This is an optimization exercise on Yosys and OpenROAD, whose aim is small area, a short achievable clock period and few clock cycles, not a production implementation. In this exercise RTL edits were held to simulation tests only and were not proved equivalent to the original. Power figures rest on the tool's default switching activity, not on a simulated workload.

Design VSCPU, start of the top module:
module VSCPU (clk, rst, data_fromRAM, wrEn, addr_toRAM, data_toRAM);
input clk, rst;
input [31:0] data_fromRAM;
output wrEn;
output [13:0] addr_toRAM;
output [31:0] data_toRAM;
localparam K = 2;
localparam [2:0] OP_ADD = 3'd0, OP_NAND = 3'd1, OP_SRL = 3'd2, OP_LT = 3'd3,
                 OP_CP = 3'd4, OP_MUL = 3'd5, OP_BZJ = 3'd6, OP_CPI = 3'd7;
localparam [2:0] S_START = 3'd0, S_RB = 3'd1, S_W1 = 3'd2, S_EX = 3'd3,
                 S_BZ1 = 3'd4, S_BZ2 = 3'd5, S_WAITF = 3'd6, S_MUL = 3'd7;
reg [2:0]  st;
reg [13:0] PC;
reg [31:0] IW;        
reg [31:0] R1;        
reg [31:0] D;         
reg [13:0] AO;        
reg        WE;
reg [13:0] lwa;       
reg        lwv;
reg        conflict;  
reg        latchR1;
reg        xselD;
reg        mlast;
assign wrEn = WE & ~rst;
assign addr_toRAM = AO;
assign data_toRAM = D;
wire [2:0]  d_op = data_fromRAM[31:29];
wire        d_im = data_fromRAM[28];
wire [13:0] d_A  = data_fromRAM[27:14];
wire [13:0] d_B  = data_fromRAM[13:0];
wire        hitA = lwv & (d_A == lwa);
wire        hitB = lwv & (d_B == lwa);
wire [13:0] PC1  = PC + 14'd1;
wire        d_cp = (d_op == OP_CP);
wire        d_readB = ~d_im & ~hitB & ~d_cp;
wire        d_readX = d_cp ? (~d_im & ~hitB) : (d_readB | ~hitA);
wire [2:0]  op = IW[31:29];
wire        mul = (st == S_MUL);
wire [31:0] X = xselD ? D : data_fromRAM;
wire [31:0] Y = R1;
wire [31:0] pa = R1[0] ? IW : 32'd0;
wire [31:0] pb = R1[1] ? {IW[30:0], 1'b0} : 32'd0;
  ...
export LEC_CHECK = 0
export CAP_MARGIN = 20
export CORE_MARGIN = 2
export CORE_UTILIZATION = 40
export SETUP_SLACK_MARGIN = 0.3
export SLEW_MARGIN = 20
create_clock -name core_clock -period 14.0 [get_ports {clk}]
standard.sh (not shown) runs the stock make flow with config.mk's settings and CLKGATE_MAP_FILE= SYNTH_SCRIPT=/design/flow/synth_recipe.tcl, a recipe that flattens the netlist after the stock synthesis.
==> flow/flow/run.sh <==
#!/bin/bash
set -euo pipefail
bash standard.sh synth > synth.log 2>&1
bash standard.sh SETUP_SLACK_MARGIN=7.5 finish > layout.log 2>&1
The first run completed with no timing, DRC or antenna violations.
Testbench counts at the start, summed over its fixed seeds: cycles 210,760.
Edit:
==> flow/run.sh (new file) <==
#!/bin/bash
# synth_recipe.tcl (not shown) runs the flow's synth.tcl, then flattens the netlist and writes it again
# the make line also repeats each setting of config.mk as NAME=value (left out here)
make -C /OpenROAD-flow-scripts/flow DESIGN_CONFIG=/design/flow/config.mk WORK_HOME=/design/flow/orfs CLKGATE_MAP_FILE= SYNTH_SCRIPT=/design/flow/synth_recipe.tcl finish
removed: flow/flow/run.sh
removed: flow/standard.sh
- synthesized cell count does not change
- global-route usage is lower by 2.6 points
- clock skew is higher by 7.6 ps
- routed wire length is lower by 6.2%
- sequential power is lower by about 1%
- maximum frequency is lower by 8.5%
- first-iteration DRC count is higher by 1.6%
- hold slack hardly moves
- non-clock buffer count is lower by 10
- core utilization is lower by 0.55 points


## job 8112
Another version of the RTL of VSCPU (not shown whole).
Size in the first run: roughly 2000 cells after synthesis, roughly 150 flip-flops, ~81 I/O pins, roughly 0.016 mm^2 of cells after synthesis.
Design VSCPU, start of the top module:
module VSCPU (clk, rst, data_fromRAM, wrEn, addr_toRAM, data_toRAM);
Settings: LEC_CHECK=0, CAP_MARGIN=10, CORE_MARGIN=2, CORE_UTILIZATION=40, CTS_BUF_LIST=sky130_fd_sc_hd__clkbuf_8, CTS_CLUSTER_DIAMETER=80, CTS_CLUSTER_SIZE=20, SETUP_SLACK_MARGIN=0.3, SLEW_MARGIN=10; clock period 14.0 ns.
==> flow/flow/run.sh <==
#!/bin/bash
set -euo pipefail
bash standard.sh synth > synth.log 2>&1
bash standard.sh SETUP_SLACK_MARGIN=8 "BUFFER_PORTS_ARGS=-buffer_cell sky130_fd_sc_hd__buf_1" finish > layout.log 2>&1
The final layout from job 8112, which completed every stage, passed the timing, design-rule and antenna checks at the end of the flow.
Testbench counts of job 8112, summed over its fixed seeds: cycles 214,860.
Modified inputs, job 5872 compared to job 8112
Settings: SLEW_MARGIN: 10 -> 20; CAP_MARGIN: 10 -> 20.
==> flow/flow/run.sh <==
#!/bin/bash
set -euo pipefail
bash standard.sh synth > synth.log 2>&1
bash standard.sh SETUP_SLACK_MARGIN=8 "BUFFER_PORTS_ARGS=-buffer_cell sky130_fd_sc_hd__buf_2" finish > layout.log 2>&1
Findings:
Job 5872 and job 8112 ended up with roughly the same maximum clock skew at final layout.
Between job 8112 and job 5872, the routed metal-1 wirelength is higher for job 5872.
Diff job 8112 -> job 5872: maximum ir drop on the vdd rail now sits lower; minimum clock period now sits lower.
Worst setup slack: job 5872 vs job 8112 up 0.023 ns
Job 8112 and job 5872 ended up with nearly the same area of the core.
Job 5872 finished every stage and its layout cleared the timing, design-rule and antenna checks.
Design area: job 8112 vs job 5872, no meaningful difference

-- static timing again, ports no longer ideal --
How much do the figures lean on ideal ports? The routed layouts below were timed once more, with nothing changed but the port constraints. Step 1 sets driving cells, clkbuf_16 on the clock port and buf_2 on the other inputs (assumed; they add their load-dependent delay and slew). Step 2 adds t to the input delays and takes it off the output delays; t is the mean of the earliest and latest rising clock arrival at the registers after step 1. Input paths then give back, and output paths get back, about the clock's delay inside the block. Three values: no drivers, after step 1, after step 2; two values: the first two.
run | t (ns) | setup slack, ns | worst hold slack (ns) | worst setup path at the end | cell pins on the clock port's net
the first run of note 1 | 0.567 | 7.510 / 7.540 / 6.974 | 0.459 / 0.459 / 0.459 | input to register | 1
the second run of note 1 | 0.562 | 6.908 / 6.885 / 6.379 | 0.459 / 0.459 / 0.459 | input to register | 1
job 8112 | 0.572 | 8.013 / 8.031 / 7.461 | 0.677 / 0.677 / 0.677 | input to register | 1
job 5872 | 0.579 | 8.037 / 8.025 / 7.481 | 0.663 / 0.663 / 0.663 | input to register | 1
After both steps setup and hold are still met in every run listed. For job 5872, which loses most, drivers alone change the setup slack by -0.012 ns; drivers and shift together by -0.556 ns.
